Background: an optimization exercise with open tools, aiming at a short achievable clock period and few clock cycles. Do not read the settings as production practice. In this exercise RTL edits were held to simulation tests only and were not proved equivalent to the original. Power and IR drop assume default switching activity.

<file path="flow/design.v">
`timescale 1ns / 1ps
module processor(
    input clock,
    input rst,
    input [31:0] instruction,
    output [31:0] current_PC,
    output mem_read,
    output mem_write,
    output [31:0]  address,
    output [31:0] mem_write_data,
    input [31:0] mem_read_data,
    output reg_write,
    output [4:0] rd,
    output reg [31:0] to_REG_WRITE_DATA
    );
    localparam NB = 16;                
    localparam TB = 14;                
    integer i;
    reg  [30:2] pc_o;                  
    reg         pc_o31;                
    reg  [31:2] pc_i;                  
    reg  [TB+1:2] pc_b;                
    reg         v_e;
    reg  [31:2] pc_e;
    reg  [31:2] pcp4_e;
    reg  [31:0] a_e, b_e, sd_e;
    reg  [31:0] imm_e;
    reg         fa_e, fb_e, fs_e;      
    reg         fl_e;                  
    reg  [4:0]  rd_e;
    reg         wr_e, ld_e, st_e, br_e, jal_e, jalr_e;
    reg  [4:0]  rs1_e;
    reg         ret_e;                 
    reg  [5:0]  bty_e;                 
    reg  [12:0] sel_e;                 
    reg         pt_e;                  
    reg  [31:2] ptgt_e;                
    reg         v_m;
    reg  [31:0] addr_o;                
    reg  [31:0] res_n;                 
    reg  [31:0] sd_m;                  
    reg         mrd_o, mwr_o;          
    reg  [4:0]  rd_m;
    reg         wr_m, ld_m;
    reg  [31:0] wd_o;                  
    reg  [4:0]  rd_o;                  
    reg         rw_o;                  
    reg  [31:0] rf [1:31];
    reg  [31:1] rfv;
    reg  [NB-1:0] bv;
    reg  [NB-1:0] bt;
    reg  [TB+1:2] btag [0:NB-1];
    reg  [31:2] btgt [0:NB-1];
    reg  [NB-1:0] bret;                
    reg  [3:0]  bptr;
    reg         lr_v;
    reg  [4:0]  lr_idx;
    reg  [31:2] lr_val;
    reg         u_v, u_t, u_ret;
    reg  [31:2] u_pc, u_tgt;
    wire [31:2] pc_f  = {~pc_i[31], pc_i[30:2]};
    wire [31:0] res_m = ~res_n;
    assign current_PC = {pc_o31, pc_o, 2'b00};
    reg [NB*TB-1:0] btag_flat;
    reg [NB*30-1:0] btgt_flat;
    always @* begin
        for (i = 0; i < NB; i = i + 1) begin
            btag_flat[i*TB +: TB] = btag[i];
            btgt_flat[i*30 +: 30] = btgt[i];
        end
    end
    wire        hit_t;
    wire [31:2] hit_tgt, fd_next, pcp4_f;
    btb_lookup #(.NB(NB), .TB(TB)) btb_i (.pc_tag(~pc_b), .pc(pc_f), .pcp4(pcp4_f), .stall(stall),
                                  .valid(bv), .taken(bt), .tags(btag_flat), .targets(btgt_flat),
                                  .ret(bret), .lr_valid(lr_v), .lr_value(lr_val),
                                  .hit_taken(hit_t), .hit_target(hit_tgt), .fd_next(fd_next));
    wire [4:0] rd_d  = instruction[11:7];
    wire [4:0] rs1_d = instruction[19:15];
    wire [4:0] rs2_d = instruction[24:20];
    wire is_ld, is_st, is_br, is_jal, is_jalr, use1, use2, op2_rs2, wr_d;
    wire [12:0] sel_d;
    wire [5:0]  bty_d;
    wire [31:0] imm_d;
    CPU_controller dec_i (.instruction(instruction), .is_ld(is_ld), .is_st(is_st), .is_br(is_br),
                          .is_jal(is_jal), .is_jalr(is_jalr), .use1(use1), .use2(use2),
                          .op2_rs2(op2_rs2), .wr(wr_d), .sel(sel_d), .btype(bty_d), .imm(imm_d));
    wire ld_ex = v_e && ld_e && wr_e;
    wire st_fwd = is_st && rs2_d == rd_e && rs1_d != rd_e;
    wire stall = ld_ex && ((use1 && rs1_d == rd_e) || (use2 && rs2_d == rd_e)) && !st_fwd;
    wire [31:0] mval = ld_m ? mem_read_data : res_m;
    wire we_m = v_m && wr_m;
    reg  [991:0] rf_flat;
    always @* begin
        for (i = 1; i < 32; i = i + 1)
            rf_flat[(i-1)*32 +: 32] = rf[i];
    end
    wire [31:0] rs1v, rs2v, bval;
    register_file rd_i (.instruction(instruction), .regs(rf_flat), .valid(rfv),
                        .m_write(v_m && wr_m), .m_rd(rd_m), .m_value(mval),
                        .rs1_value(rs1v), .rs2_value(rs2v), .op2_value(bval));
    wire e_a = v_e && wr_e && (rd_e == rs1_d);
    wire e_b = v_e && wr_e && (rd_e == rs2_d);
    wire [31:0] prel;
    adder prel_i (.inA({pc_e, 2'b00}), .inB(imm_e), .out(prel));
    wire [31:0] A, B, SDr, SD;
    operands ops_i (.fa(fa_e), .fb(fb_e), .fs(fs_e), .bypass(res_m), .a(a_e), .b(b_e), .sd(sd_e),
                    .A(A), .B(B), .SD(SDr));
    assign SD = fl_e ? mem_read_data : SDr;
    wire [31:0] sum, diff, rest;
    wire        borrow;
    adder      add_i (.inA(A), .inB(B), .out(sum));
    subtractor sub_i (.inA(A), .inB(B), .out(diff), .borrow(borrow));
    ALU alu_i (.A(A), .B(B), .sel({sel_e[10], sel_e[8:2]}), .imm(imm_e),
               .link({pcp4_e, 2'b00}), .result(rest));
    wire eq_AB, lt, ltu;
    compare cmp_AB (.x(A), .y(B), .eq(eq_AB), .lt(lt), .ltu(ltu));
    wire [31:0] res_e = ({32{sel_e[0]}} & sum) | ({32{sel_e[1]}} & diff) | ({32{sel_e[9]}} & prel)
                      | {31'd0, (sel_e[11] & lt) | (sel_e[12] & ltu)} | rest;
    wire [2:0] eq3, lt3, ltu3;
    compare cmp_aa (.x(a_e),   .y(b_e),   .eq(eq3[0]), .lt(lt3[0]), .ltu(ltu3[0]));
    compare cmp_ra (.x(res_m), .y(b_e),   .eq(eq3[1]), .lt(lt3[1]), .ltu(ltu3[1]));
    compare cmp_ar (.x(a_e),   .y(res_m), .eq(eq3[2]), .lt(lt3[2]), .ltu(ltu3[2]));
    wire cond;
    ALU_controller br_i (.fa(fa_e), .fb(fb_e), .eq(eq3), .lt(lt3), .ltu(ltu3),
                         .btype(bty_e), .cond(cond));
    wire [31:0] jt_a, jt_r;
    adder jta_i (.inA(a_e),   .inB(b_e), .out(jt_a));
    adder jtr_i (.inA(res_m), .inB(b_e), .out(jt_r));
    wire [31:2] jt = fa_e ? jt_r[31:2] : jt_a[31:2];
    wire jok_a, jok_r, ptgt_ok;
    imm_gen jca_i (.x(a_e),   .y(b_e), .k(ptgt_e), .equal(jok_a));
    imm_gen jcr_i (.x(res_m), .y(b_e), .k(ptgt_e), .equal(jok_r));
    imm_gen ptc_i (.x({pc_e, 2'b00}), .y(imm_e), .k(ptgt_e), .equal(ptgt_ok));
    wire jok = fa_e ? jok_r : jok_a;
    wire taken_e = jal_e || jalr_e || (br_e && cond);
    wire [31:2] atgt_e = jalr_e ? jt : prel[31:2];    
    wire [31:2] rt1, rt0, npc1, npc0, npc;
    wire        red1, red0, redirect_ex;
    incrementer inc_i (.pc(pc_f), .pcp4(pcp4_f));
    redirect red_i (.rst(rst), .v(v_e), .br(br_e), .jal(jal_e), .jalr(jalr_e), .pt(pt_e), .tgt_ok(ptgt_ok),
                    .jalr_ok(jok), .prel(prel[31:2]), .pcp4_e(pcp4_e), .jt(jt),
                    .target_if_taken(rt1), .target_if_not(rt0),
                    .redirect_if_taken(red1), .redirect_if_not(red0));
    multiplexor #(.W(30)) m_n1   (.control(red1), .inA(fd_next), .inB(rt1), .out(npc1));
    multiplexor #(.W(30)) m_n0   (.control(red0), .inA(fd_next), .inB(rt0), .out(npc0));
    multiplexor #(.W(30)) m_npc  (.control(cond), .inA(npc0), .inB(npc1), .out(npc));
    multiplexor #(.W(1))  m_red  (.control(cond), .inA(red0), .inB(red1), .out(redirect_ex));
    assign address = addr_o;
    assign mem_read = mrd_o;
    assign mem_write = mwr_o;
    assign mem_write_data = sd_m;
    assign reg_write = rw_o;
    assign rd = rd_o;
    always @* to_REG_WRITE_DATA = wd_o;
    reg [NB-1:0] um;
    always @* begin
        for (i = 0; i < NB; i = i + 1)
            um[i] = bv[i] && (btag[i] == u_pc[TB+1:2]);
    end
    wire upd_hit = |um;
    wire alloc = u_v && !upd_hit && u_t;
    wire ret_ex = v_e && ret_e;
    always @(posedge clock or posedge rst) begin
        if (rst) lr_v <= 1'b0;
        else if (ret_ex) lr_v <= 1'b1;
    end
    always @(posedge clock) begin
        if (ret_ex) begin
            lr_idx <= rs1_e;
            lr_val <= jt;
        end else if (we_m && rd_m == lr_idx) begin
            lr_val <= mval[31:2];
        end
    end
    always @(posedge clock or posedge rst) begin
        if (rst) begin
            bv <= {NB{1'b0}};
            bptr <= 4'd0;
            u_v <= 1'b0;
        end else begin
            u_v <= v_e && (br_e || jal_e || jalr_e);
            if (alloc) begin
                bv[bptr] <= 1'b1;
                bptr <= bptr + 4'd1;
            end
        end
    end
    always @(posedge clock) begin
        u_t   <= taken_e;
        u_ret <= ret_e;
        u_pc  <= pc_e;
        u_tgt <= atgt_e;
        for (i = 0; i < NB; i = i + 1) begin
            if (u_v && um[i]) begin
                bt[i] <= u_t;
                bret[i] <= u_ret;
                if (u_t) btgt[i] <= u_tgt;
            end else if (alloc && bptr == i) begin
                bt[i] <= 1'b1;
                bret[i] <= u_ret;
                btgt[i] <= u_tgt;
                btag[i] <= u_pc[TB+1:2];
            end
        end
    end
    always @(posedge clock or posedge rst) begin
        if (rst) begin
            pc_i <= 30'd0;
            v_e <= 1'b0;
            v_m <= 1'b0;
        end else begin
            pc_i <= {~npc[31], npc[30:2]};
            v_e <= !stall && !redirect_ex;
            v_m <= v_e;
        end
    end
    always @(posedge clock) begin
        pc_o <= npc[30:2];
        pc_o31 <= npc[31];
        pc_b <= ~npc[TB+1:2];
        mrd_o <= v_e && ld_e;
        mwr_o <= v_e && st_e;
        rw_o  <= v_m && wr_m;
    end
    always @(posedge clock) begin
        pc_e   <= pc_f;
        pcp4_e <= pcp4_f;
        a_e    <= rs1v;
        b_e    <= bval;
        sd_e   <= rs2v;
        imm_e  <= imm_d;
        fa_e   <= e_a && use1;
        fb_e   <= e_b && op2_rs2;
        fs_e   <= e_b && is_st && !ld_e;
        fl_e   <= ld_ex && st_fwd;
        rd_e   <= rd_d;
        wr_e   <= wr_d;
        ld_e   <= is_ld;
        st_e   <= is_st;
        br_e   <= is_br;
        jal_e  <= is_jal;
        jalr_e <= is_jalr;
        bty_e  <= bty_d;
        rs1_e  <= rs1_d;
        ret_e  <= is_jalr && rd_d == 5'd0 && instruction[31:20] == 12'd0;
        sel_e  <= sel_d;
        pt_e   <= hit_t;
        ptgt_e <= hit_tgt;
        addr_o <= res_e;
        res_n  <= ~res_e;
        sd_m   <= SD;
        rd_m   <= rd_e;
        wr_m   <= wr_e;
        ld_m   <= ld_e;
        wd_o   <= mval;
        rd_o   <= rd_m;
    end
    always @(posedge clock) begin
        if (we_m) rf[rd_m] <= mval;
    end
    always @(posedge clock or posedge rst) begin
        if (rst) rfv <= 31'd0;
        else if (we_m) rfv[rd_m] <= 1'b1;
    end
endmodule
`timescale 1ns / 1ps
module CPU_controller(
    input  [31:0] instruction,
    output        is_ld,
    output        is_st,
    output        is_br,
    output        is_jal,
    output        is_jalr,
    output        use1,            
    output        use2,            
    output        op2_rs2,         
    output        wr,              
    output [12:0] sel,             
    output [5:0]  btype,           
    output [31:0] imm              
    );
    wire [31:0] ir = instruction;
    wire [6:0] op = ir[6:0];
    wire [2:0] f3 = ir[14:12];
    wire f7b = ir[30];
    wire is_lui   = (op == 7'b0110111);
    wire is_auipc = (op == 7'b0010111);
    assign is_jal  = (op == 7'b1101111);
    assign is_jalr = (op == 7'b1100111);
    assign is_br   = (op == 7'b1100011);
    assign is_ld   = (op == 7'b0000011);
    assign is_st   = (op == 7'b0100011);
    wire is_opi   = (op == 7'b0010011);
    wire is_op    = (op == 7'b0110011);
    wire is_sys   = (op == 7'b1110011);
    assign use1 = is_jalr | is_br | is_ld | is_st | is_opi | is_op;
    assign use2 = is_br | is_st | is_op;
    assign op2_rs2 = is_br | is_op;
    assign wr = (is_lui | is_auipc | is_jal | is_jalr | is_ld | is_opi | is_op | is_sys) && (ir[11:7] != 5'd0);
    wire alu = is_op || is_opi;
    assign sel = {alu && f3 == 3'b011,                         
                  alu && f3 == 3'b010,                         
                  is_jal || is_jalr,                           
                  is_auipc,                                    
                  is_lui,                                      
                  alu && f3 == 3'b111,                         
                  alu && f3 == 3'b110,                         
                  alu && f3 == 3'b101 && f7b,                  
                  alu && f3 == 3'b101 && !f7b,                 
                  alu && f3 == 3'b100,                         
                  alu && f3 == 3'b001,                         
                  alu && f3 == 3'b000 && is_op && f7b,         
                  (alu && f3 == 3'b000 && !(is_op && f7b)) || is_ld || is_st};   
    assign btype = {f3 == 3'b111, f3 == 3'b110, f3 == 3'b101,
                    f3 == 3'b100, f3 == 3'b001, f3 == 3'b000};
    wire [31:0] immI = {{20{ir[31]}}, ir[31:20]};
    wire [31:0] immS = {{20{ir[31]}}, ir[31:25], ir[11:7]};
    wire [31:0] immB = {{20{ir[31]}}, ir[7], ir[30:25], ir[11:8], 1'b0};
    wire [31:0] immU = {ir[31:12], 12'h000};
    wire [31:0] immJ = {{12{ir[31]}}, ir[19:12], ir[20], ir[30:21], 1'b0};
    assign imm = is_jal ? immJ : is_br ? immB : (is_lui || is_auipc) ? immU :
                 is_st ? immS : immI;
endmodule
`timescale 1ns / 1ps
module ALU_controller(
    input         fa,
    input         fb,
    input  [2:0]  eq,              
    input  [2:0]  lt,
    input  [2:0]  ltu,
    input  [5:0]  btype,           
    output        cond
    );
    function cond_of(input [5:0] t, input e, input l, input u);
        cond_of = (t[0] & e) | (t[1] & !e) | (t[2] & l) | (t[3] & !l) | (t[4] & u) | (t[5] & !u);
    endfunction
    wire c_aa = cond_of(btype, eq[0], lt[0], ltu[0]);
    wire c_ra = cond_of(btype, eq[1], lt[1], ltu[1]);
    wire c_ar = cond_of(btype, eq[2], lt[2], ltu[2]);
    wire c_rr = cond_of(btype, 1'b1, 1'b0, 1'b0);
    assign cond = fa ? (fb ? c_rr : c_ra) : (fb ? c_ar : c_aa);
endmodule
module compare(
    input  [31:0] x,
    input  [31:0] y,
    output        eq,
    output        lt,
    output        ltu
    );
    assign eq  = (x == y);
    assign lt  = $signed(x) < $signed(y);
    assign ltu = x < y;
endmodule
`timescale 1ns / 1ps
module ALU(
    input  [31:0] A,
    input  [31:0] B,
    input  [7:0]  sel,             
    input  [31:0] imm,
    input  [31:0] link,
    output [31:0] result
    );
    wire [31:0] sll_v = A << B[4:0];
    wire [31:0] srl_v = A >> B[4:0];
    wire [31:0] sra_v = $signed(A) >>> B[4:0];
    assign result =
          ({32{sel[0]}} & sll_v)
        | ({32{sel[1]}} & (A ^ B))
        | ({32{sel[2]}} & srl_v)
        | ({32{sel[3]}} & sra_v)
        | ({32{sel[4]}} & (A | B))
        | ({32{sel[5]}} & (A & B))
        | ({32{sel[6]}} & imm)
        | ({32{sel[7]}} & link);
endmodule
module operands(
    input         fa,
    input         fb,
    input         fs,
    input  [31:0] bypass,
    input  [31:0] a,
    input  [31:0] b,
    input  [31:0] sd,
    output [31:0] A,
    output [31:0] B,
    output [31:0] SD
    );
    assign A  = fa ? bypass : a;
    assign B  = fb ? bypass : b;
    assign SD = fs ? bypass : sd;
endmodule
`timescale 1ns / 1ps
module imm_gen(
    input  [31:0] x,
    input  [31:0] y,
    input  [31:2] k,
    output        equal
    );
    wire [31:2] q = x[31:2] ^ y[31:2] ^ k;
    wire [31:3] g = (x[30:2] & y[30:2]) | ((x[30:2] | y[30:2]) & q[30:2]);
    wire        c2 = (x[1] & y[1]) | ((x[1] | y[1]) & (x[0] & y[0]));
    assign equal = (q[2] == c2) && (q[31:3] == g[31:3]);
endmodule
`timescale 1ns / 1ps
module btb_lookup #(parameter NB = 16, parameter TB = 14) (
    input  [TB+1:2]    pc_tag,          
    input  [31:2]      pc,              
    input  [31:2]      pcp4,            
    input              stall,           
    input  [NB-1:0]    valid,
    input  [NB-1:0]    taken,
    input  [NB*TB-1:0] tags,
    input  [NB*30-1:0] targets,
    input  [NB-1:0]    ret,
    input              lr_valid,
    input  [31:2]      lr_value,
    output reg         hit_taken,       
    output reg [31:2]  hit_target,      
    output reg [31:2]  fd_next          
    );
    integer i;
    reg [NB-1:0] ht;                    
    reg [NB-1:0] ht_tgt;                
    reg          ht_lr;                 
    reg [31:2]   tgt;
    always @* begin
        for (i = 0; i < NB; i = i + 1)
            ht[i] = valid[i] && taken[i] && tags[i*TB +: TB] == pc_tag;
        ht_tgt = ht & ~(ret & {NB{lr_valid}});
        ht_lr = |(ht & ret & {NB{lr_valid}});
        hit_taken = |ht;
        tgt = {30{ht_lr}} & lr_value;
        for (i = 0; i < NB; i = i + 1)
            tgt = tgt | ({30{ht_tgt[i]}} & targets[i*30 +: 30]);
        hit_target = tgt;
        fd_next = stall ? pc : (tgt | ({30{!hit_taken}} & pcp4));
    end
endmodule
module redirect(
    input         rst,             
    input         v,               
    input         br,
    input         jal,
    input         jalr,
    input         pt,              
    input         tgt_ok,          
    input         jalr_ok,         
    input  [31:2] prel,
    input  [31:2] pcp4_e,
    input  [31:2] jt,
    output [31:2] target_if_taken,     
    output [31:2] target_if_not,
    output        redirect_if_taken,   
    output        redirect_if_not
    );
    wire ok_t = pt && tgt_ok;
    wire k_bt = v && br && !ok_t;
    wire k_bn = v && br && pt;
    wire k_j  = v && jal && !ok_t;
    wire k_o  = v && pt && !(br || jal || jalr);
    wire k_jr = v && jalr && !(pt && jalr_ok);
    wire t1 = k_bt || k_j, t0 = k_j;
    wire p1 = k_o,         p0 = k_bn || k_o;
    assign redirect_if_taken = t1 || p1 || k_jr || rst;
    assign redirect_if_not   = t0 || p0 || k_jr || rst;
    assign target_if_taken = rst ? 30'h20000000 :
                             ({30{t1}} & prel) | ({30{p1}} & pcp4_e) | ({30{!t1 && !p1}} & jt);
    assign target_if_not   = rst ? 30'h20000000 :
                             ({30{t0}} & prel) | ({30{p0}} & pcp4_e) | ({30{!t0 && !p0}} & jt);
endmodule
module incrementer(
    input  [31:2] pc,
    output [31:2] pcp4
    );
    assign pcp4 = pc + 30'd1;
endmodule
`timescale 1ns / 1ps
module register_file(
    input  [31:0]   instruction,
    input  [991:0]  regs,           
    input  [31:1]   valid,          
    input           m_write,        
    input  [4:0]    m_rd,
    input  [31:0]   m_value,
    output [31:0]   rs1_value,
    output [31:0]   rs2_value,
    output [31:0]   op2_value
    );
    wire [6:0] op  = instruction[6:0];
    wire [4:0] rs1 = instruction[19:15];
    wire [4:0] rs2 = instruction[24:20];
    wire is_st  = (op == 7'b0100011);
    wire use_imm = !(op == 7'b0110011 || op == 7'b1100011);
    wire [31:0] immI = {{20{instruction[31]}}, instruction[31:20]};
    wire [31:0] immS = {{20{instruction[31]}}, instruction[31:25], instruction[11:7]};
    wire [31:0] imm  = is_st ? immS : immI;
    wire m_a = m_write && (m_rd == rs1);
    wire m_b = m_write && (m_rd == rs2);
    wire [31:0] dec1 = 32'd1 << rs1;
    wire [31:0] dec2 = 32'd1 << rs2;
    reg  [31:0] rf1, rf2;
    integer i;
    always @* begin
        rf1 = 32'd0;
        rf2 = 32'd0;
        for (i = 1; i < 32; i = i + 1) begin
            rf1 = rf1 | ({32{dec1[i] & valid[i]}} & regs[(i-1)*32 +: 32]);
            rf2 = rf2 | ({32{dec2[i] & valid[i]}} & regs[(i-1)*32 +: 32]);
        end
    end
    assign rs1_value = ({32{m_a}} & m_value) | ({32{!m_a}} & rf1);
    assign rs2_value = ({32{m_b}} & m_value) | ({32{!m_b}} & rf2);
    assign op2_value = ({32{use_imm}} & imm) | ({32{!use_imm && m_b}} & m_value)
                     | ({32{!use_imm && !m_b}} & rf2);
endmodule
`timescale 1ns / 1ps
module adder(
    input [31:0] inA,
    input [31:0] inB,
    output [31:0] out
    );
    assign out = inA + inB;
endmodule
module subtractor(
    input [31:0] inA,
    input [31:0] inB,
    output [31:0] out,
    output borrow
    );
    wire [32:0] d = {1'b0, inA} - {1'b0, inB};
    assign out = d[31:0];
    assign borrow = d[32];
endmodule
`timescale 1ns / 1ps
module multiplexor #(parameter W = 32) (
    input          control,
    input  [W-1:0] inA,
    input  [W-1:0] inB,
    output [W-1:0] out
    );
    assign out = control ? inB : inA;
endmodule
</file>
<file path="flow/flow/run.sh">
#!/bin/bash
# Layout flow: the standard ORFS flow (standard.sh, which runs the
# standard synthesis script), with these settings on make's command line:
#  - DONT_USE_CELLS: the platform's list (dont_use_platform.txt) plus slow
#    many-input cells, full and half adder cells and the size-0 cells
#    (dont_use_slow.txt), so that abc maps the logic with faster cells;
#  - the port buffers are buf_4 cells;
set -euo pipefail
cd "$(dirname "$0")/.."
SETUP_MARGIN=8.5
DONT_USE="$(cat flow/dont_use_platform.txt flow/dont_use_slow.txt | tr '\n' ' ')"
bash standard.sh \
  "DONT_USE_CELLS=$DONT_USE" \
  "BUFFER_PORTS_ARGS=-buffer_cell sky130_fd_sc_hd__buf_4" \
  "SETUP_SLACK_MARGIN=$SETUP_MARGIN" \
  "TNS_END_PERCENT=100" \
  finish > standard.log 2>&1
</file>
<file path="flow/flow/dont_use_platform.txt">
sky130_fd_sc_hd__probe_p_8
sky130_fd_sc_hd__probec_p_8
sky130_fd_sc_hd__lpflow_bleeder_1
sky130_fd_sc_hd__lpflow_clkbufkapwr_1
sky130_fd_sc_hd__lpflow_clkbufkapwr_16
sky130_fd_sc_hd__lpflow_clkbufkapwr_2
sky130_fd_sc_hd__lpflow_clkbufkapwr_4
sky130_fd_sc_hd__lpflow_clkbufkapwr_8
sky130_fd_sc_hd__lpflow_clkinvkapwr_1
sky130_fd_sc_hd__lpflow_clkinvkapwr_16
sky130_fd_sc_hd__lpflow_clkinvkapwr_2
sky130_fd_sc_hd__lpflow_clkinvkapwr_4
sky130_fd_sc_hd__lpflow_clkinvkapwr_8
sky130_fd_sc_hd__lpflow_decapkapwr_12
sky130_fd_sc_hd__lpflow_decapkapwr_3
sky130_fd_sc_hd__lpflow_decapkapwr_4
sky130_fd_sc_hd__lpflow_decapkapwr_6
sky130_fd_sc_hd__lpflow_decapkapwr_8
sky130_fd_sc_hd__lpflow_inputiso0n_1
sky130_fd_sc_hd__lpflow_inputiso0p_1
sky130_fd_sc_hd__lpflow_inputiso1n_1
sky130_fd_sc_hd__lpflow_inputiso1p_1
sky130_fd_sc_hd__lpflow_inputisolatch_1
sky130_fd_sc_hd__lpflow_isobufsrc_1
sky130_fd_sc_hd__lpflow_isobufsrc_16
sky130_fd_sc_hd__lpflow_isobufsrc_2
sky130_fd_sc_hd__lpflow_isobufsrc_4
sky130_fd_sc_hd__lpflow_isobufsrc_8
sky130_fd_sc_hd__lpflow_isobufsrckapwr_16
sky130_fd_sc_hd__lpflow_lsbuf_lh_hl_isowell_tap_1
sky130_fd_sc_hd__lpflow_lsbuf_lh_hl_isowell_tap_2
sky130_fd_sc_hd__lpflow_lsbuf_lh_hl_isowell_tap_4
sky130_fd_sc_hd__lpflow_lsbuf_lh_isowell_4
sky130_fd_sc_hd__lpflow_lsbuf_lh_isowell_tap_1
sky130_fd_sc_hd__lpflow_lsbuf_lh_isowell_tap_2
sky130_fd_sc_hd__lpflow_lsbuf_lh_isowell_tap_4
</file>
<file path="flow/flow/dont_use_slow.txt">
sky130_fd_sc_hd__a2111o_1
sky130_fd_sc_hd__a2111o_2
sky130_fd_sc_hd__a2111o_4
sky130_fd_sc_hd__a2111oi_0
sky130_fd_sc_hd__a2111oi_1
sky130_fd_sc_hd__a2111oi_2
sky130_fd_sc_hd__a2111oi_4
sky130_fd_sc_hd__a221o_1
sky130_fd_sc_hd__a221o_2
sky130_fd_sc_hd__a221o_4
sky130_fd_sc_hd__a222oi_1
sky130_fd_sc_hd__a311o_1
sky130_fd_sc_hd__a311o_2
sky130_fd_sc_hd__a311o_4
sky130_fd_sc_hd__fa_1
sky130_fd_sc_hd__fa_2
sky130_fd_sc_hd__fa_4
sky130_fd_sc_hd__fah_1
sky130_fd_sc_hd__fahcin_1
sky130_fd_sc_hd__fahcon_1
sky130_fd_sc_hd__maj3_1
sky130_fd_sc_hd__maj3_2
sky130_fd_sc_hd__maj3_4
sky130_fd_sc_hd__mux4_1
sky130_fd_sc_hd__mux4_2
sky130_fd_sc_hd__mux4_4
sky130_fd_sc_hd__nor4_1
sky130_fd_sc_hd__nor4_2
sky130_fd_sc_hd__nor4b_1
sky130_fd_sc_hd__nor4b_2
sky130_fd_sc_hd__nor4b_4
sky130_fd_sc_hd__nor4bb_1
sky130_fd_sc_hd__nor4bb_2
sky130_fd_sc_hd__nor4bb_4
sky130_fd_sc_hd__o311a_1
sky130_fd_sc_hd__o311a_2
sky130_fd_sc_hd__o311a_4
sky130_fd_sc_hd__o32a_1
sky130_fd_sc_hd__o32a_2
sky130_fd_sc_hd__o32a_4
sky130_fd_sc_hd__o41a_1
sky130_fd_sc_hd__o41a_2
sky130_fd_sc_hd__o41a_4
sky130_fd_sc_hd__o41ai_1
sky130_fd_sc_hd__o41ai_2
sky130_fd_sc_hd__o41ai_4
sky130_fd_sc_hd__or3_1
sky130_fd_sc_hd__or3_2
sky130_fd_sc_hd__or3_4
sky130_fd_sc_hd__or3b_1
sky130_fd_sc_hd__or3b_2
sky130_fd_sc_hd__or3b_4
sky130_fd_sc_hd__or4_1
sky130_fd_sc_hd__or4_2
sky130_fd_sc_hd__or4_4
sky130_fd_sc_hd__or4b_1
sky130_fd_sc_hd__or4b_2
sky130_fd_sc_hd__or4b_4
sky130_fd_sc_hd__or4bb_1
sky130_fd_sc_hd__or4bb_2
sky130_fd_sc_hd__or4bb_4
sky130_fd_sc_hd__xnor3_1
sky130_fd_sc_hd__xnor3_2
sky130_fd_sc_hd__xnor3_4
sky130_fd_sc_hd__xor3_1
sky130_fd_sc_hd__xor3_2
sky130_fd_sc_hd__xor3_4
sky130_fd_sc_hd__a21boi_0
sky130_fd_sc_hd__and2_0
sky130_fd_sc_hd__o21ai_0
sky130_fd_sc_hd__o311ai_0
sky130_fd_sc_hd__or2_0
sky130_fd_sc_hd__ha_1
sky130_fd_sc_hd__ha_2
sky130_fd_sc_hd__ha_4
</file>
<file path="flow/standard.sh">
#!/bin/bash
# synth_recipe.tcl (not shown) runs the flow's synth.tcl, then flattens the netlist and writes it again
# the make line also repeats each setting of config.mk as NAME=value (left out here)
make -C /OpenROAD-flow-scripts/flow DESIGN_CONFIG=/design/flow/config.mk WORK_HOME=/design/flow/orfs CLKGATE_MAP_FILE= SYNTH_SCRIPT=/design/flow/synth_recipe.tcl "${@:-finish}"
</file>
<file path="flow/config.mk">
export PLATFORM = sky130hd
export DESIGN_NAME = processor
export DESIGN_NICKNAME = processor
export VERILOG_FILES = /design/flow/design.v
export SDC_FILE = /design/flow/constraint.sdc
export NUM_CORES = 8
export LEC_CHECK = 0
export CAP_MARGIN = 20
export CORE_MARGIN = 2
export CORE_UTILIZATION = 40
export SLEW_MARGIN = 20
export SYNTH_HIERARCHICAL = 1
</file>
<file path="flow/constraint.sdc">
create_clock -name core_clock -period 11.5 [get_ports {clock}]
set_input_delay 2.3000 -clock core_clock [delete_from_list [all_inputs] [get_ports {clock}]]
set_output_delay 2.3000 -clock core_clock [all_outputs]
set_load 0.01 [all_outputs]
</file>
==> notes.md, run 1 <==
* Result of the run: did not finish
* Stage at which the run stopped: global routing
* Tool error message: [ERROR GRT-0232] Routing congestion too high. Check the congestion heatmap in the GUI.
* TritonCTS Sinks at 2,340
* DP Wirelength at 470,000 µm
* Worst setup timing slack at the placement stage at ~4.9 ns
* Final weighted congestion of routability-driven global placement at 1.12
* CTS Hold Bufs at 0
* Placed instance count at 16,600
* Placed cell area at 140,000 µm²
* Top-Level Pins at 202
* Width of the die at 579 µm
* Library cell used as clock root buffer: sky130_fd_sc_hd__clkbuf_16
* Number of instances in the synthesized netlist at 12,500
* Global-route usage over all layers at 52.3%
* Post-Syn Area at 132,000 µm²
* Maximum number of pins on one net before global-route repair at 68
* Count of standard-cell rows at 211
* Number of I/O port buffers at slightly below 200
* Count of H-tree levels built during CTS at 5
* Initial Util at 40.1%
* Die Y at 579 µm
* Number of buffers between clock root and the deepest sink at 4
* Remaining global-route overflow at 1
* Inserted Clock Buffers at 271
* YS warnings at 12
* Post-Syn Area per Cell at 10.6 µm²
[power groups by stage]
stage / sequential, mW / clock [mW] / combinational (mW)
3_3_place_gp: 10.6 / 0 / 3.37
2_1_floorplan: 10.1 / 0 / 2.26
4_1_cts: 10.3 / 8.93 / 4.81
3_5_place_dp: 10.6 / 0 / 3.38
[repair_timing]
action                     4_1_cts
pin swaps                      580
setup endpoints to repair     2590
setup buffers                 1139
gates cloned                   204
resized for setup             2381
[routing by layer]
layer / overflow / track usage [%]
met5: 0 / 22.8
met4: 0 / 48.8
met3: 0 / 38.0
met2: 1 / 64.5
met1: 0 / 55.2
[through the flow]
step | power, mW | utilization, %
after CTS | 24.0 | 53.1
after detailed placement | 14.0 | 42.4
after floorplan | 12.4 | -
after global placement | 14.0 | 42.4
[worst max path at each step]
stage                          end  slack, ns  cells after the start
floorplan                 pc_i[11]       7.35                     11
detailed placement         b_e[10]       4.95                      9
CTS                 current_PC[22]       7.66                      1
global placement           b_e[10]       5.02                      9
Testbench counts, summed over its fixed seeds: cycles 27,822.
==> run 2, diff against run 1 <==
--- a/flow/design.v
+++ b/flow/design.v
@@ -114,6 +114,6 @@
     ALU alu_i (.A(A), .B(B), .sel({sel_e[10], sel_e[8:2]}), .imm(imm_e),
                .link({pcp4_e, 2'b00}), .result(rest));
-    wire eq_AB, lt, ltu;
-    compare cmp_AB (.x(A), .y(B), .eq(eq_AB), .lt(lt), .ltu(ltu));
+    wire lt  = (A[31] == B[31]) ? diff[31] : A[31];
+    wire ltu = borrow;
     wire [31:0] res_e = ({32{sel_e[0]}} & sum) | ({32{sel_e[1]}} & diff) | ({32{sel_e[9]}} & prel)
                       | {31'd0, (sel_e[11] & lt) | (sel_e[12] & ltu)} | rest;
@@ -136,5 +136,5 @@
     wire taken_e = jal_e || jalr_e || (br_e && cond);
     wire [31:2] atgt_e = jalr_e ? jt : prel[31:2];    
-    wire [31:2] rt1, rt0, npc1, npc0, npc;
+    wire [31:2] rt1, rt0, rtgt, npc;
     wire        red1, red0, redirect_ex;
     incrementer inc_i (.pc(pc_f), .pcp4(pcp4_f));
@@ -143,8 +143,7 @@
                     .target_if_taken(rt1), .target_if_not(rt0),
                     .redirect_if_taken(red1), .redirect_if_not(red0));
-    multiplexor #(.W(30)) m_n1   (.control(red1), .inA(fd_next), .inB(rt1), .out(npc1));
-    multiplexor #(.W(30)) m_n0   (.control(red0), .inA(fd_next), .inB(rt0), .out(npc0));
-    multiplexor #(.W(30)) m_npc  (.control(cond), .inA(npc0), .inB(npc1), .out(npc));
+    multiplexor #(.W(30)) m_rt   (.control(cond), .inA(rt0), .inB(rt1), .out(rtgt));
     multiplexor #(.W(1))  m_red  (.control(cond), .inA(red0), .inB(red1), .out(redirect_ex));
+    multiplexor #(.W(30)) m_npc  (.control(redirect_ex), .inA(fd_next), .inB(rtgt), .out(npc));
     assign address = addr_o;
     assign mem_read = mrd_o;
==> run 2 against run 1 <==
  * The layout now fails its checks (antenna rules)
  * Area after synthesis fell by 1.6%
  * Synthesized cell count fell by 2.2%
==> notes.md, run 2 <==
* Final-layout worst hold slack at 0.398 ns
* Initial Util at 40.2% (+0.066 points)
* Least-Margin Pin Slew at 1.43 ns
* Hold Vio Cnt, Final at 0
* Number of buffer and inverter instances along the worst setup path at 4
* # nets final at 14,100
* Largest register by flop count: rf
* Placed cell area at 138,000 µm² (-1.1%)
* Clock period minus worst slack at 3.92 ns
* Number of global-route vias before repair at roughly 130k
* Max rail drop VDD at 0.135 mV
* Total die area at between 300,000 and 400,000 µm²
* Final weighted congestion of routability-driven global placement at 1.08 (-3.0%)
* Count of standard-cell rows at 209 (-0.95%)
* Fraction of final layout cells with drive strength greater than 1 at 35.3%
* Max reg flops at between 900 and 1,000
* Required time at the endpoint of the critical path at 12.40 ns
* Crit path kind: primary input to flip-flop
* Drt pass-1 iters at 17
* Worst path arrival time at 4.83 ns
* Worst setup timing slack at the placement stage at 5.30 ns (+0.350 ns)
* First-pass GRT wire length at 1,240,000 µm
* Result of the run: failed layout checks
* Post-Syn Area per Cell at 10.6 µm² (+0.64%)
* Library cell used as clock root buffer: sky130_fd_sc_hd__clkbuf_16
* Final-report setup violation count at 0
* Number of buffers between clock root and the deepest sink at 4 (unchanged)
* Max-slew violation count at 0
* Setup Total Neg Slack at 0 ns
* Slowest cell on the critical path: sky130_fd_sc_hd__nand4_1
* Drt initial violations at between 30,000 and 40,000
* Family with the most delay on the worst path: simple AND/OR/NAND/NOR gates
* Number of instances in the synthesized netlist at 12,300 (-2.2%)
* Hold Crit Class: flip-flop to flip-flop
* Via density at 7.86
* Width of the die at 575 µm (-0.79%)
* Inserted Clock Buffers at 278 (+2.6%)
* Placed instance count at 16,300 (-1.5%)
* Total core area at 324,000 µm²
* Largest registers: rf x992, btgt x480, btag x224
* Most frequent standard cell in the layout excluding fill and tap cells: sky130_fd_sc_hd__edfxtp_1
* Most frequent cells in the layout: sky130_fd_sc_hd__edfxtp_1, sky130_fd_sc_hd__buf_4, sky130_fd_sc_hd__nand2_1, sky130_fd_sc_hd__nand4_1, sky130_fd_sc_hd__xnor2_1
* DP Wirelength at 532,000 µm (+13%)
* Cell Pwr Density at 140 nW/µm²
* Final core utilization at a little under three fifths
* Post-route cell area at 183,000 µm²
* Number of maximum-capacitance constraint violations at 0
* Cells traversed along the worst timing path: buf_16 -> buf_6 -> and3b_4 -> buf_12 -> buf_16 -> nand4_1 -> o2111a_2 -> nand4_1 -> nor3_4 -> o31ai_1
* Worst setup EP type: flip-flop
* Clock latency on the worst-skew pair at 1.02 ns
* Routed length per placed instance at 51.7 µm
* Achievable frequency at 255 MHz
* Element type at the critical path start: primary input
* Headroom to the max-slew limit at between 4 and 5%
* Slack of the critical path at 7.58 ns
* Maximum fanout along the worst path at 6
* Initial antenna violation count at 170
* Top-Level Pins at 202 (unchanged)
* CP peak stage delay at 0.58 ns
* Remaining global-route overflow at 0
* Final Cycle Share at between 30% and 40%
* Die Y at 575 µm (-0.79%)
* Power consumption at 25.6 mW
* Layout check failures: antenna rules
* Layout Area Growth over Synthesis at 40.4%
* Antenna Nets Post-Route at 6
* YS warnings at 12 (unchanged)
* Leakage at between 60 and 70 nW
* Global-route usage over all layers at between 50% and 60%
* Number of standard cells in the layout, taps in and fillers out at about 19,000
* Clock Skews at 0.125 ns
* Detailed-route DRC error count at 0
* Setup repair after global routing missed its margin: true
* Post-Syn Area at 130,000 µm² (-1.6%)
* Number of I/O port buffers at 199 (unchanged)
* Maximum number of pins on one net before global-route repair at 68
* Routed vias at 148,000
* TritonCTS Sinks at 2,340 (unchanged)
* TritonCTS clock tree: done
* Total detailed-routing wirelength at 971,000 µm
* Clock-pin transition on the worst setup and hold timing paths at 0.07 ns
* Count of H-tree levels built during CTS at 5 (unchanged)
[run 2: area by class of cell]
class                           count  area, µm²
Timing Repair inverter              5       41.3
Tap cell                         4325       5410
Multi-Input combinational cell   8833      70800
Clock inverter                    147       1580
Sequential cell                  2340      65500
Timing Repair Buffer             2318      30200
Clock buffer                      360       7730
Fill cell                       26600     141000
Inverter                          218       1050
Antenna cell                      249        623
[run 2: worst paths after layout]
kind / slack, ns / cells after the start / from / to
worst max-delay path: 7.58 / 10 / instruction[23] / b_e[9]
worst min-delay path: 0.40 / 0 / rd_e[2] / rd_m[2]
worst max register to register: 7.62 / 15 / pc_b[10] / pc_i[11]
worst min register to register: 0.40 / 0 / rd_e[2] / rd_m[2]
max in group asynchronous: 8.71 / 4 / rst / bv[15]
min in group asynchronous: 1.43 / 2 / rst / v_e
[run 2: repair_timing]
| action | in CTS | in global routing |
|---|---|---|
| pin swaps | 607 | 411 |
| cloned | 176 | 33 |
| hold buffers | 0 | 0 |
| gates resized for setup | 2643 | 634 |
| setup endpoints to repair | 2785 | 1335 |
| hold endpoints to repair | 0 | 0 |
| buffers inserted | 1149 | 337 |
[run 2: where the power goes]
part           total [mW]  switching [mW]  internal [mW]
logic                5.77            3.63           2.13
clock network        9.43            4.06           5.37
registers            10.4           0.719           9.64
total                25.6            8.41           17.1
[run 2: layer usage]
metal  wire (µm)  vias up  global-route usage [%]  part of all wire (%)
li1            -    51000                       -                     -
met1      300000    71100                    59.8                    31
met2      363000    18300                    73.3                    37
met3      172000     7217                    37.2                    18
met4      131000      110                    54.3                    14
met5        4280        -                    14.1                  0.44
Testbench counts of run 2, summed over its fixed seeds: cycles 27,822.
==> run 3, diff against run 2 <==
--- a/flow/flow/run.sh
+++ b/flow/flow/run.sh
@@ -8,5 +8,5 @@
 set -euo pipefail
 cd "$(dirname "$0")/.."
-SETUP_MARGIN=8.5
+SETUP_MARGIN=7.5
 DONT_USE="$(cat flow/dont_use_platform.txt flow/dont_use_slow.txt | tr '\n' ' ')"
 bash standard.sh \
--- a/flow/config.mk
+++ b/flow/config.mk
@@ -6,7 +6,7 @@
 export NUM_CORES = 8
 export LEC_CHECK = 0
-export CAP_MARGIN = 20
+export CAP_MARGIN = 30
 export CORE_MARGIN = 2
-export CORE_UTILIZATION = 40
+export CORE_UTILIZATION = 35
 export SLEW_MARGIN = 20
 export SYNTH_HIERARCHICAL = 1
==> run 3 against run 2 <==
  * Now clean on timing, DRC and antenna
  * First-iteration DRC count is 21% lower
  * Sequential power hardly changed
  * Clock-buffer cell count is 5 higher
  * Critical path type unchanged
==> notes.md, run 3 <==
* Final-layout worst hold slack at 0.398 ns (-0.000172 ns)
* Cell Pwr Density at 153 nW/µm² (+9.4%)
* Element type at the critical path start: primary input
* Required time at the endpoint of the critical path at 12.24 ns (-0.16 ns)
* Least-Margin Pin Slew at 1.26 ns (-0.171 ns)
* Clock-pin transition on the worst setup and hold timing paths at 0.06 ns (about the same)
* Hold Vio Cnt, Final at 0 (unchanged)
* Final weighted congestion of routability-driven global placement at 1.10 (+1.3%)
* Initial antenna violation count at 129 (-24%)
* Family with the most delay on the worst path: buffers and inverters
* Total detailed-routing wirelength at 780,000 µm (-20%)
* Worst path arrival time at 5.02 ns (+0.19 ns)
* Detailed-route DRC error count at 0 (unchanged)
* Routed vias at 129,000 (-13%)
* Global-route usage over all layers at 39.6% (-17 points)
* Number of I/O port buffers at 199 (unchanged)
* Largest registers: rf x992, btgt x480, btag x224
* Leakage at 50.5 nW (-21%)
* Final Cycle Share at 37.2% (+3.1 points)
* Hold Crit Class: flip-flop to flip-flop
* Cells traversed along the worst timing path: buf_6 -> nor3b_4 -> buf_6 -> buf_12 -> and2_1 -> buf_6 -> nand3_1 -> o2111ai_1 -> nor3_1 -> a31oi_1
* Minimum setup slack among reg-to-reg paths at 7.41 ns (-0.21 ns)
* Maximum fanout along the worst path at 23 (+17)
* RR Endpoint: rf[27][8]
* Post-Syn Area at 130,000 µm² (unchanged)
* Placed cell area at 139,000 µm² (+0.23%)
* Post-route cell area at 152,000 µm² (-17%)
* Number of buffers between clock root and the deepest sink at 4 (unchanged)
* Largest register by flop count: rf
* Width of the die at 614 µm (+6.9%)
* Setup Total Neg Slack at 0 ns (unchanged)
* Achievable frequency at 234 MHz (-8.3%)
* Reg-to-reg startpoint: v_m
* Layout Area Growth over Synthesis at 16.8%
* Drt pass-1 iters at 14 (-3)
* Worst setup EP type: flip-flop
* Total die area at 377,000 µm² (+14%)
* Seq pwr share at 44.2% (+3.7 points)
* Most Frequent Cell on Critical Path: sky130_fd_sc_hd__buf_6
* Routed length per placed instance at 43.6 µm (-16%)
* Clock latency on the worst-skew pair at 0.99 ns (-0.03 ns)
* Max rail drop VDD at 0.176 mV (+30%)
* Setup repair after global routing missed its margin: true
* Number of global-route vias before repair at 114,000 (-12%)
* First-pass GRT wire length at 1,020,000 µm (-18%)
* TritonCTS Sinks at 2,340 (unchanged)
* TritonCTS clock tree: done
* Die Y at 614 µm (+6.9%)
* Slowest cell on the critical path: sky130_fd_sc_hd__a31oi_1
* Inserted Clock Buffers at 272 (-2.2%)
* Worst min-delay path startpoint: rd_e[4]
* Fraction of power spent switching nets at 31.7% (-1.2 points)
* Logic gate share of total power at 17.4% (-5.2 points)
* Worst Hold Endpoint: rd_m[4]
* Count of H-tree levels built during CTS at 5 (unchanged)
* Register area at 65,100 µm² (-0.58%)
* Fraction of final layout cells with drive strength greater than 1 at 18.7% (-17 points)
* Length in cells of the worst reg-to-reg path at 5 (-10)
* Max reg flops at 992 (unchanged)
* Most frequent standard cell in the layout excluding fill and tap cells: sky130_fd_sc_hd__edfxtp_1
* Initial Util at 35.1% (-5.1 points)
* Crit path kind: primary input to flip-flop
* Max-slew violation count at 0 (unchanged)
* Post-Syn Area per Cell at 10.6 µm² (unchanged)
* Number of instances in the synthesized netlist at 12,300 (unchanged)
* Number of cells on the worst hold path at 0 (unchanged)
* Total area of multi-input combinational cells at 62,000 µm² (-12%)
* Most frequent cells in the layout: sky130_fd_sc_hd__edfxtp_1, sky130_fd_sc_hd__nand2_1, sky130_fd_sc_hd__nand3_1, sky130_fd_sc_hd__buf_4, sky130_fd_sc_hd__xnor2_1
* Result of the run: timing/DRC/antenna clean
* Clock network power share at 38.3% (+1.4 points)
* Number of maximum-capacitance constraint violations at 0 (unchanged)
* # nets final at 12,600 (-10%)
* WP depth at 10 (unchanged)
* Library cell used as clock root buffer: sky130_fd_sc_hd__clkbuf_16
* Final-report setup violation count at 0 (unchanged)
* Number of buffer and inverter instances along the worst setup path at 4 (unchanged)
* Filler Cells Inserted at 35,600 (+34%)
* YS warnings at 12 (unchanged)
* Remaining global-route overflow at 0 (unchanged)
* Count of standard-cell rows at 224 (+7.2%)
* Headroom to the max-slew limit at 16.0% (+11 points)
* CP peak stage delay at 0.42 ns (-0.16 ns)
* Switching power total at 7.37 mW (-12%)
* Top-Level Pins at 202 (unchanged)
* Total core area at 371,000 µm² (+15%)
* Maximum number of pins on one net before global-route repair at 68 (unchanged)
* Drt initial violations at 26,300 (-21%)
* Int Power at 15.9 mW (-7.3%)
* Via density at 7.18 (-8.7%)
* DP Wirelength at 495,000 µm (-7.1%)
* Clock Skews at 0.111 ns (-0.0137 ns)
* Clock period minus worst slack at 4.28 ns (+0.356 ns)
* Antenna Nets Post-Route at 0 (-6)
## run 3: cell type report
cell class                      instances  share of cell area [%]
Clock buffer                          365                    4.97
Timing Repair Buffer                  917                    5.66
Tap cell                             4972                    4.09
Antenna cell                          153                   0.252
Multi-Input combinational cell       8811                    40.8
Timing Repair inverter                  2                 0.00987
Sequential cell                      2340                    42.8
Inverter                              218                   0.632
Clock inverter                        125                   0.863
## run 3: worst max-delay path by stage
stage / from / end / slack [ns]
after floorplan: u_pc[8] / btgt[2][10] / 6.67
after global routing: b_e[10] / pc_i[24] / 7.42
after detailed placement: instruction[24] / b_e[31] / 4.93
after global placement: instruction[24] / sd_e[0] / 4.82
after CTS: instruction[20] / b_e[31] / 7.42
final: instruction[19] / a_e[22] / 7.22
## run 3: timing repair
| item | CTS | global route |
|---|---|---|
| buffers inserted | 108 | 89 |
| resized for setup | 312 | 200 |
| cloned | 16 | 7 |
| hold buffers | 0 | 0 |
| pin swaps | 17 | 14 |
| endpoints found under the setup margin | 770 | 427 |
## run 3: through the flow
stage / total power [mW] / setup slack (ns) / utilization, % / std cells
after floorplan: 12.2 / 6.67 / - / 12300
after global placement: 14.0 / 4.82 / 37.2 / 17000
after detailed placement: 14.1 / 4.93 / 37.3 / 17000
after CTS: 22.9 / 7.42 / 40.4 / 17600
after global routing: 23.6 / 7.42 / 40.9 / 17800
final: 23.3 / 7.22 / 41.0 / 17900
## run 3: power by group through the flow
stage / logic, mW / clock network [mW] / registers (mW)
floorplan: 2.11 / 0 / 10.1
finish: 4.06 / 8.92 / 10.3
global placement: 3.60 / 0 / 10.4
CTS: 3.75 / 8.90 / 10.3
detailed placement: 3.63 / 0 / 10.4
global route: 4.06 / 9.22 / 10.3
## run 3: metal layers
layer  up-vias  routed length, µm  global-route usage (%)  part of all wire [%]
met5         -               1880                    2.88                  0.24
met4        74              86500                    32.4                    11
met3      4796             126000                    20.8                    16
met2     13700             302000                    53.7                    39
met1     62100             263000                    45.5                    34
li1      47800                  -                       -                     -
## run 3: worst reg2reg max path: stages (launching register included)
cell                      delay, ns
sky130_fd_sc_hd__dfrtp_1       0.43
sky130_fd_sc_hd__nand2_1       0.26
sky130_fd_sc_hd__inv_1         0.40
sky130_fd_sc_hd__nand3_1       0.68
sky130_fd_sc_hd__nor2_4        1.02
sky130_fd_sc_hd__buf_4         0.87
==> run 4, diff against run 3 <==
==> flow/run.sh (new file) <==
#!/bin/bash
# synth_recipe.tcl (not shown) runs the flow's synth.tcl, then flattens the netlist and writes it again
# the make line also repeats each setting of config.mk as NAME=value (left out here)
make -C /OpenROAD-flow-scripts/flow DESIGN_CONFIG=/design/flow/config.mk WORK_HOME=/design/flow/orfs CLKGATE_MAP_FILE= SYNTH_SCRIPT=/design/flow/synth_recipe.tcl finish
--- a/flow/config.mk
+++ b/flow/config.mk
@@ -6,7 +6,9 @@
 export NUM_CORES = 8
 export LEC_CHECK = 0
-export CAP_MARGIN = 30
+export CAP_MARGIN = 20
 export CORE_MARGIN = 2
-export CORE_UTILIZATION = 35
+export CORE_UTILIZATION = 40
+export SETUP_SLACK_MARGIN = 5
 export SLEW_MARGIN = 20
 export SYNTH_HIERARCHICAL = 1
+export TNS_END_PERCENT = 100
removed: flow/flow/run.sh
removed: flow/flow/dont_use_platform.txt
removed: flow/flow/dont_use_slow.txt
removed: flow/standard.sh
==> run 4 against run 3 <==
  * Still clean
  * Worst setup slack worse by 2.0 ns
  * Design area is 4.1% lower
  * Clock power is 2% higher
  * Synthesized cell count is 4.8% lower
  * Final cell count is 8.1% lower
  * Non-clock buffer count is 272 lower
  * Fmax is 32% lower
  * Sequential power hardly changed
  * Register-to-register slack worse by 1.5 ns
  * Sequential share of layout area is 1.7 points higher
  * Clock skew is 0.042 ns lower
  * Largest cell class unchanged
  * Highest routed layer unchanged
==> notes.md, run 4 <==
* Number of I/O port buffers at 199 (unchanged)
* TritonCTS Sinks at 2,340 (unchanged)
* Routed vias at 124,000 (-3.9%)
* Flip-flop and latch count after synthesis at 2,340
* CTS Hold Bufs at 0 (unchanged)
* Sequential share of the synthesized area at 50.6%
* Remaining global-route overflow at 0 (unchanged)
* Post-Syn Area per Cell at 11.0 µm² (+3.5%)
* Largest register by flop count: rf
* Total core area at 320,000 µm² (-14%)
* Post-Syn Area at 128,000 µm² (-1.4%)
* # Post-CTS Setup Buffers at 0 (-100%)
* Synth cell count leaders: sky130_fd_sc_hd__edfxtp_1, sky130_fd_sc_hd__nand2_1, sky130_fd_sc_hd__xnor2_1, sky130_fd_sc_hd__nand3_1, sky130_fd_sc_hd__dfxtp_1
* Top_reg_cell synth: sky130_fd_sc_hd__edfxtp_1
* Global-route usage over all layers at 48.8% (+9.2 points)
* Clock Skews at 0.0690 ns (-0.0418 ns)
* Crit path kind: primary input to flip-flop
* Layout Area Growth over Synthesis at 13.7%
* Leakage at 48.0 nW (-5.1%)
* Final-report setup violation count at 0 (unchanged)
* Total die area at 326,000 µm² (-14%)
* Antenna Nets Post-Route at 0 (unchanged)
* Final core utilization at 45.6% (+4.6 points)
* Total detailed-routing wirelength at 816,000 µm (+4.7%)
* TritonCTS clock tree: done
* Drt initial violations at 24,900 (-5.4%)
* Initial Util at 40.1% (+5.0 points)
* Largest registers: rf x992, btgt x480, btag x224
* Most frequent standard cell in the layout excluding fill and tap cells: sky130_fd_sc_hd__edfxtp_1
* DP Wirelength at 531,000 µm (+7.4%)
* Number of maximum-capacitance constraint violations at 0 (unchanged)
* Clock-pin transition on the worst setup and hold timing paths at 0.06 ns (about the same)
* Setup Total Neg Slack at 0 ns (unchanged)
* Count of standard-cell rows at 208 (-7.1%)
* Headroom to the max-slew limit at 8.25% (-7.8 points)
* Max rail drop VDD at 0.127 mV (-28%)
* Result of the run: timing/DRC/antenna clean
* Die Y at 571 µm (-7.1%)
* Worst path arrival time at 7.11 ns (+2.09 ns)
* First-pass GRT wire length at 1,060,000 µm (+4.4%)
* EDFF count, synth at 1,763
* Initial antenna violation count at 143 (+11%)
* Number of global-route vias before repair at 112,000 (-1.1%)
* Maximum number of pins on one net before global-route repair at 66 (-2.9%)
* Top-Level Pins at 202 (unchanged)
* Final Cycle Share at 54.4% (+17 points)
* Max-slew violation count at 0 (unchanged)
* Clock period minus worst slack at 6.26 ns (+1.98 ns)
* Worst setup EP type: flip-flop
* Dominant cells by area after synthesis: sky130_fd_sc_hd__edfxtp_1, sky130_fd_sc_hd__dfxtp_1, sky130_fd_sc_hd__xnor2_1
* Width of the die at 571 µm (-7.1%)
* Maximum fanout along the worst path at 31 (+35%)
* Clock latency on the worst-skew pair at 0.95 ns (-0.04 ns)
* Element type at the critical path start: primary input
* Drt pass-1 iters at 14 (unchanged)
* Max reg flops at 992 (unchanged)
* Required time at the endpoint of the critical path at 12.36 ns (+0.12 ns)
* Via density at 7.51 (+4.6%)
* Cell Pwr Density at 157 nW/µm² (+2.6%)
* Fraction of final layout cells with drive strength greater than 1 at 13.7% (-5.0 points)
* Most frequent cells in the layout: sky130_fd_sc_hd__edfxtp_1, sky130_fd_sc_hd__nand2_1, sky130_fd_sc_hd__xnor2_1, sky130_fd_sc_hd__nand3_1, sky130_fd_sc_hd__nand4_1
* Routed length per placed instance at 49.6 µm (+14%)
* YS warnings at 12 (unchanged)
* Library cell used as clock root buffer: sky130_fd_sc_hd__clkbuf_16
* Hold Vio Cnt, Final at 0 (unchanged)
* Count leader, synth: sky130_fd_sc_hd__edfxtp_1
* Hold Crit Class: flip-flop to flip-flop
* Placed instance count at 15,800 (-7.2%)
* Inserted Clock Buffers at 274 (+0.74%)
* Post-cts resize count at 0 (-100%)
* Achievable frequency at 160 MHz (-32%)
* # nets final at 12,300 (-2.8%)
* Distinct cell type count after synthesis at 134
* Setup repair after global routing missed its margin: false
* Least-Margin Pin Slew at 1.38 ns (+0.117 ns)
* Fraction of synthesized cell area taken by the top area cell type at between 40% and 50%
* Final weighted congestion of routability-driven global placement at 1.16 (+6.1%)
* Number of instances in the synthesized netlist at 11,700 (-4.8%)
* Count of H-tree levels built during CTS at 5 (unchanged)
* Cell taking the most area after synthesis: sky130_fd_sc_hd__edfxtp_1
* Detailed-route DRC error count at 0 (unchanged)
* Number of buffers between clock root and the deepest sink at 4 (unchanged)
* Proportion of register bits with asynchronous set or reset after synthesis at 3.63%
* Number of standard cells in the layout, taps in and fillers out at 16,500 (-8.1%)
-- run 4: layout make-up --
| cell class | instances | area, µm² |
|---|---|---|
| diodes | 141 | 353 |
| inverters | 470 | 1770 |
| clock buffers | 375 | 7750 |
| multi-input cells | 8052 | 58900 |
| fillers | 29500 | 174000 |
| repair buffers | 645 | 5420 |
| flip-flops and latches | 2340 | 65000 |
| clock inverters | 127 | 1420 |
| well taps | 4305 | 5390 |
-- run 4: stage by stage --
stage	total power [mW]	area, µm²	hold slack (ns)	worst slack (ns)
finish	22.9	146000	0.370	5.24
global route	23.2	146000	0.378	5.67
CTS	22.6	145000	0.368	5.92
detailed placement	13.7	136000	0.360	5.03
global placement	13.7	136000	0.358	5.08
floorplan	12.0	128000	0.331	6.83
-- run 4: path summary, 6_finish.rpt --
path | cells past startpoint | slack [ns] | endpoint | start
max | 10 | 5.24 | b_e[9] | instruction[20]
min | 0 | 0.37 | u_ret | ret_e
max reg2reg | 12 | 5.93 | pc_i[2] | a_e[27]
min reg2reg | 0 | 0.37 | u_ret | ret_e
max in group asynchronous | 4 | 8.11 | rfv[31] | rst
min in group asynchronous | 3 | 1.91 | pc_i[20] | rst
-- run 4: kinds of logic after synthesis --
logic type,share of synthesized area (%)
fa+ha+maj,4.72
simple gates,15.9
compound gates,14.3
xor+xnor,5.14
mux,4.67
flops,50.6
other cells,0.00292
buf+inv,4.66
-- run 4: per-module statistics from Yosys, one instance, submodules excluded, a selection --
module	flops+latches	copies in the design	cells inside	area [µm²]
adder	0	4	248	1740
ALU	0	1	736	5970
imm_gen	0	3	104	1070
ALU_controller	0	1	15	141
CPU_controller	0	1	104	673
incrementer	0	1	81	566
register_file	0	1	3193	17700
subtractor	0	1	301	1980
compare	0	3	115	826
operands	0	1	108	1630
processor	2340	1	3601	73400
redirect	0	1	314	2040
-- run 4: worst max-delay path, stage by stage --
cell and delay (ns):
sky130_fd_sc_hd__buf_2 0.14, sky130_fd_sc_hd__buf_4 0.45, sky130_fd_sc_hd__and2_2 0.53, sky130_fd_sc_hd__buf_4 0.58, sky130_fd_sc_hd__buf_4 0.35, sky130_fd_sc_hd__and3_1 1.06
sky130_fd_sc_hd__a222oi_1 0.19, sky130_fd_sc_hd__nor4bb_1 0.23, sky130_fd_sc_hd__a31oi_1 0.82, sky130_fd_sc_hd__mux2_2 0.29
-- run 4: power breakdown --
part	total [mW]	switching [mW]	internal (mW)
clock	9.09	3.94	5.15
sequential	10.1	0.556	9.59
combinational	3.66	2.59	1.07
-- run 4: routing by layer --
metal,track usage [%],vias up,part of all wire (%)
met5,1.66,-,0.14
met2,67.8,13000,40
met1,56.4,60900,34
met3,22.3,4318,15
met4,42.2,73,11
li1,-,45300,-
==> run 5, diff against run 4 <==
--- a/flow/config.mk
+++ b/flow/config.mk
@@ -6,9 +6,9 @@
 export NUM_CORES = 8
 export LEC_CHECK = 0
-export CAP_MARGIN = 20
+export CAP_MARGIN = 40
 export CORE_MARGIN = 2
-export CORE_UTILIZATION = 40
+export CORE_UTILIZATION = 30
 export SETUP_SLACK_MARGIN = 5
-export SLEW_MARGIN = 20
+export SLEW_MARGIN = 30
 export SYNTH_HIERARCHICAL = 1
 export TNS_END_PERCENT = 100
==> run 5 against run 4 <==
  * Design area is 1.9% higher
  * Combinational power decreased by 4%
  * Clock power shrank 2%
  * Sequential power is essentially flat
  * Utilization shrank 11 points
  * Worst hold slack better by 0.030 ns
  * Final cell count increased by 8.5%
  * Power is 1.3% lower
  * Worst setup slack improved by 0.29 ns
  * Synthesized cell count unchanged
  * Critical endpoint is now b_e[27]
  * Largest cell class unchanged
  * Largest power group unchanged
  * Highest routed layer unchanged
==> notes.md, run 5 <==
* Number of instances in the synthesized netlist at 11,700 (unchanged)
* Placed instance count at 17,200 (+9.0%)
* Largest register by flop count: rf
* Remaining global-route overflow at 0 (unchanged)
* EDFF count, synth at 1,763 (unchanged)
* Count of H-tree levels built during CTS at 5 (unchanged)
* Cell Pwr Density at 152 nW/µm² (-3.1%)
* Most frequent cells in the layout: sky130_fd_sc_hd__edfxtp_1, sky130_fd_sc_hd__nand2_1, sky130_fd_sc_hd__xnor2_1, sky130_fd_sc_hd__nand3_1, sky130_fd_sc_hd__nand4_1
* Fraction of synthesized cell area taken by the top area cell type at 41.2% (unchanged)
* Fraction of final layout cells with drive strength greater than 1 at 14.0% (+0.33 points)
* Dominant cells by area after synthesis: sky130_fd_sc_hd__edfxtp_1, sky130_fd_sc_hd__dfxtp_1, sky130_fd_sc_hd__xnor2_1
* Inserted Clock Buffers at 271 (-1.1%)
* Max-slew violation count at 0 (unchanged)
* Clock period minus worst slack at 5.96 ns (-0.293 ns)
* Most frequent standard cell in the layout excluding fill and tap cells: sky130_fd_sc_hd__edfxtp_1
* Setup repair after global routing missed its margin: false
* Total detailed-routing wirelength at 773,000 µm (-5.4%)
* Hold Vio Cnt, Final at 0 (unchanged)
* Hold Crit Class: flip-flop to flip-flop
* Worst min-delay path startpoint: ld_e
* Die Y at 658 µm (+15%)
* Final core utilization at 34.9% (-11 points)
* Global-route usage over all layers at 34.2% (-15 points)
* Routed length per placed instance at 43.3 µm (-13%)
* Detailed-route DRC error count at 0 (unchanged)
* Max rail drop VDD at 0.150 mV (+18%)
* TritonCTS Sinks at 2,340 (unchanged)
* Required time at the endpoint of the critical path at 12.30 ns (-0.06 ns)
* Result of the run: timing/DRC/antenna clean
* Drt pass-1 iters at 12 (-2)
* Least-Margin Pin Slew at 1.19 ns (-0.190 ns)
* Top-Level Pins at 202 (unchanged)
* Routed vias at 119,000 (-3.4%)
* Width of the die at 658 µm (+15%)
* Total die area at 433,000 µm² (+33%)
* Element type at the critical path start: primary input
* # Post-CTS Setup Buffers at 0 (unchanged)
* YS warnings at 12 (unchanged)
* Source of the critical timing path: instruction[24]
* Count leader, synth: sky130_fd_sc_hd__edfxtp_1
* Cell taking the most area after synthesis: sky130_fd_sc_hd__edfxtp_1
* Drt initial violations at 22,800 (-8.3%)
* Top_reg_cell synth: sky130_fd_sc_hd__edfxtp_1
* Number of standard cells in the layout, taps in and fillers out at 17,900 (+8.5%)
* Post-Syn Area at 128,000 µm² (unchanged)
* Achievable frequency at 168 MHz (+4.9%)
* Number of I/O port buffers at 199 (unchanged)
* Distinct cell type count after synthesis at 134 (unchanged)
* Leakage at 48.4 nW (+0.92%)
* DP Wirelength at 532,000 µm (about the same)
* RR Endpoint: addr_o[15]
* Max reg flops at 992 (unchanged)
* Power consumption at 22.6 mW (-1.3%)
* Worst path arrival time at 6.77 ns (-0.34 ns)
* Setup Total Neg Slack at 0 ns (unchanged)
* Minimum setup slack among reg-to-reg paths at 5.88 ns (-0.05 ns)
* Final Cycle Share at 51.9% (-2.5 points)
* Proportion of register bits with asynchronous set or reset after synthesis at 3.63% (unchanged)
* Headroom to the max-slew limit at 20.3% (+12 points)
* Arithmetic-cell share of the synthesized area counting full adders, half adders and majority gates at 4.72% (unchanged)
* Worst setup EP type: flip-flop
* First-pass GRT wire length at 1,010,000 µm (-5.2%)
* Xor/xnor share of the synthesized area at 5.14% (unchanged)
* Compound-Gate Fraction of Synth Area at 14.3% (unchanged)
* Final-report setup violation count at 0 (unchanged)
* Sequential share of the synthesized area at 50.6% (unchanged)
* CTS Hold Bufs at 0 (unchanged)
* Number of buffers between clock root and the deepest sink at 4 (unchanged)
* Initial Util at 30.1% (-10 points)
* Main combinational cell family by area after synthesis: simple AND/OR/NAND/NOR gates
* Layout Area Growth over Synthesis at 15.8%
* Clock-pin transition on the worst setup and hold timing paths at 0.06 ns (about the same)
* Maximum fanout along the worst path at 25 (-19%)
* Antenna Nets Post-Route at 0 (unchanged)
* Via density at 6.68 (-11%)
* Post-Syn Area per Cell at 11.0 µm² (unchanged)
* Final weighted congestion of routability-driven global placement at 1.12 (-3.8%)
* Number of maximum-capacitance constraint violations at 0 (unchanged)
* Clock latency on the worst-skew pair at 0.97 ns (+0.02 ns)
* Simple-Gate Fraction of Synth Area at 15.9% (unchanged)
* TritonCTS clock tree: done
* Total core area at 427,000 µm² (+33%)
* Reg-to-reg startpoint: fb_e
* Multiplexer area fraction after synthesis at 4.67% (unchanged)
* Library cell used as clock root buffer: sky130_fd_sc_hd__clkbuf_16
* Flip-flop and latch count after synthesis at 2,340 (unchanged)
* Initial antenna violation count at 113 (-21%)
* Worst Hold Endpoint: ld_m
* Number of cells on the worst hold path at 0 (unchanged)
* # nets final at 12,300 (+0.49%)
* Length in cells of the worst reg-to-reg path at 10 (-2)
* Largest registers: rf x992, btgt x480, btag x224
* Clock Skews at 0.0585 ns (-0.0106 ns)
* Final-layout worst hold slack at 0.400 ns (+0.0299 ns)
* Post-cts resize count at 0 (unchanged)
* Crit path kind: primary input to flip-flop
* Number of global-route vias before repair at 109,000 (-3.2%)
* Maximum number of pins on one net before global-route repair at 66 (unchanged)
* Count of standard-cell rows at 240 (+15%)
* Synth cell count leaders: sky130_fd_sc_hd__edfxtp_1, sky130_fd_sc_hd__nand2_1, sky130_fd_sc_hd__xnor2_1, sky130_fd_sc_hd__nand3_1, sky130_fd_sc_hd__dfxtp_1
[run 5: cell counts after synthesis]
Identical to the previous run, type by type.
[run 5: kinds of logic after synthesis]
group,count (synthesis)
buffers and inverters,1299
xor gates and xnor gates,754
adders and majority gates,429
muxes,417
and+or+nand+nor,3954
other,1
AOI/OAI and AO/OA,2488
DFF,2340
[run 5: per-stage QoR]
stage / setup WS [ns] / instance area (µm²)
after floorplan: 6.83 / 128000
after global placement: 4.78 / 138000
after detailed placement: 5.01 / 139000
after CTS: 5.99 / 148000
after global routing: 5.89 / 149000
final: 5.54 / 149000
[run 5: power by group]
group / internal (mW) / switching [mW]
sequential: 9.59 / 0.532
combinational: 1.08 / 2.45
clock: 5.06 / 3.88
total: 15.7 / 6.86
[run 5: layer usage]
metal / up-vias / wire length (µm) / GRT usage (%)
met1: 59100 / 274000 / 40.7
met5: - / 775 / 1.03
met2: 11500 / 315000 / 49.1
met4: 42 / 73500 / 25.7
met3: 3317 / 110000 / 13.8
li1: 45300 / - / -
[run 5: how the worst max path moves through the flow]
stage / depth (start not counted) / slack [ns] / endpoint
global placement: 12 / 4.78 / b_e[27]
floorplan: 8 / 6.83 / btgt[8][10]
CTS: 12 / 5.99 / b_e[27]
detailed placement: 12 / 5.01 / b_e[27]
finish: 12 / 5.54 / b_e[27]
global route: 12 / 5.89 / b_e[27]
[run 5: area by class of cell]
class	count	area, µm²
Inverter	470	1770
Clock buffer	366	7600
Multi-Input combinational cell	8052	58900
Clock inverter	130	1370
Fill cell	42300	278000
Sequential cell	2340	65000
Tap cell	5687	7120
Antenna cell	102	255
Timing Repair Buffer	708	6760
[run 5: Yosys stat by module (local to each module, per instance), excerpt]
| module | cell area [µm²] | cells inside | flip-flops and latches | copies in the design |
|---|---|---|---|---|
| ALU | 5970 | 736 | 0 | 1 |
| ALU_controller | 141 | 15 | 0 | 1 |
| CPU_controller | 673 | 104 | 0 | 1 |
| adder | 1740 | 248 | 0 | 4 |
| compare | 826 | 115 | 0 | 3 |
| imm_gen | 1070 | 104 | 0 | 3 |
| incrementer | 566 | 81 | 0 | 1 |
| operands | 1630 | 108 | 0 | 1 |
| processor | 73400 | 3601 | 2340 | 1 |
| redirect | 2040 | 314 | 0 | 1 |
| register_file | 17700 | 3193 | 0 | 1 |
[run 5: worst max-delay path, stage by stage]
cell and delay, ns:
sky130_fd_sc_hd__buf_4 0.24, sky130_fd_sc_hd__buf_4 0.48, sky130_fd_sc_hd__nor2b_4 0.10, sky130_fd_sc_hd__buf_4 0.34
sky130_fd_sc_hd__buf_4 0.36, sky130_fd_sc_hd__nand2_1 0.67, sky130_fd_sc_hd__buf_4 0.49, sky130_fd_sc_hd__o22ai_1 0.11
sky130_fd_sc_hd__or4_1 0.56, sky130_fd_sc_hd__nor4_2 0.70, sky130_fd_sc_hd__buf_4 0.24, sky130_fd_sc_hd__o31ai_1 0.07

[static timing again, ports no longer ideal]
The flow's constraints put no driver on any port. The routed layouts listed below were extracted and timed again, unchanged, in two steps. Step 1, drivers: a clkbuf_16 drives clock and a buf_2 each remaining input, both assumed. Step 2 adds t to the input delays and takes it off the output delays; t is the mean of the earliest and latest rising clock arrival at the registers after step 1. Input paths then give back, and output paths get back, about the clock's delay inside the block. Three values: ideal ports, drivers, drivers and shift; two values: the first two.
| run | t, ns | slack for setup (ns) | worst register clock-pin slew, ns |
|---|---|---|---|
| run 2 | 1.069 | 7.577 / 7.577 / 6.508 | 0.08 / 0.08 |
| run 3 | 1.047 | 7.222 / 7.277 / 6.230 | 0.07 / 0.07 |
| run 4 | 1.040 | 5.244 / 5.335 / 4.295 | 0.08 / 0.08 |
| run 5 | 1.076 | 5.537 / 5.639 / 4.563 | 0.08 / 0.08 |
The setup slack of run 2, which loses most, moves by 0.000 ns with the drivers and by -1.069 ns with both steps.
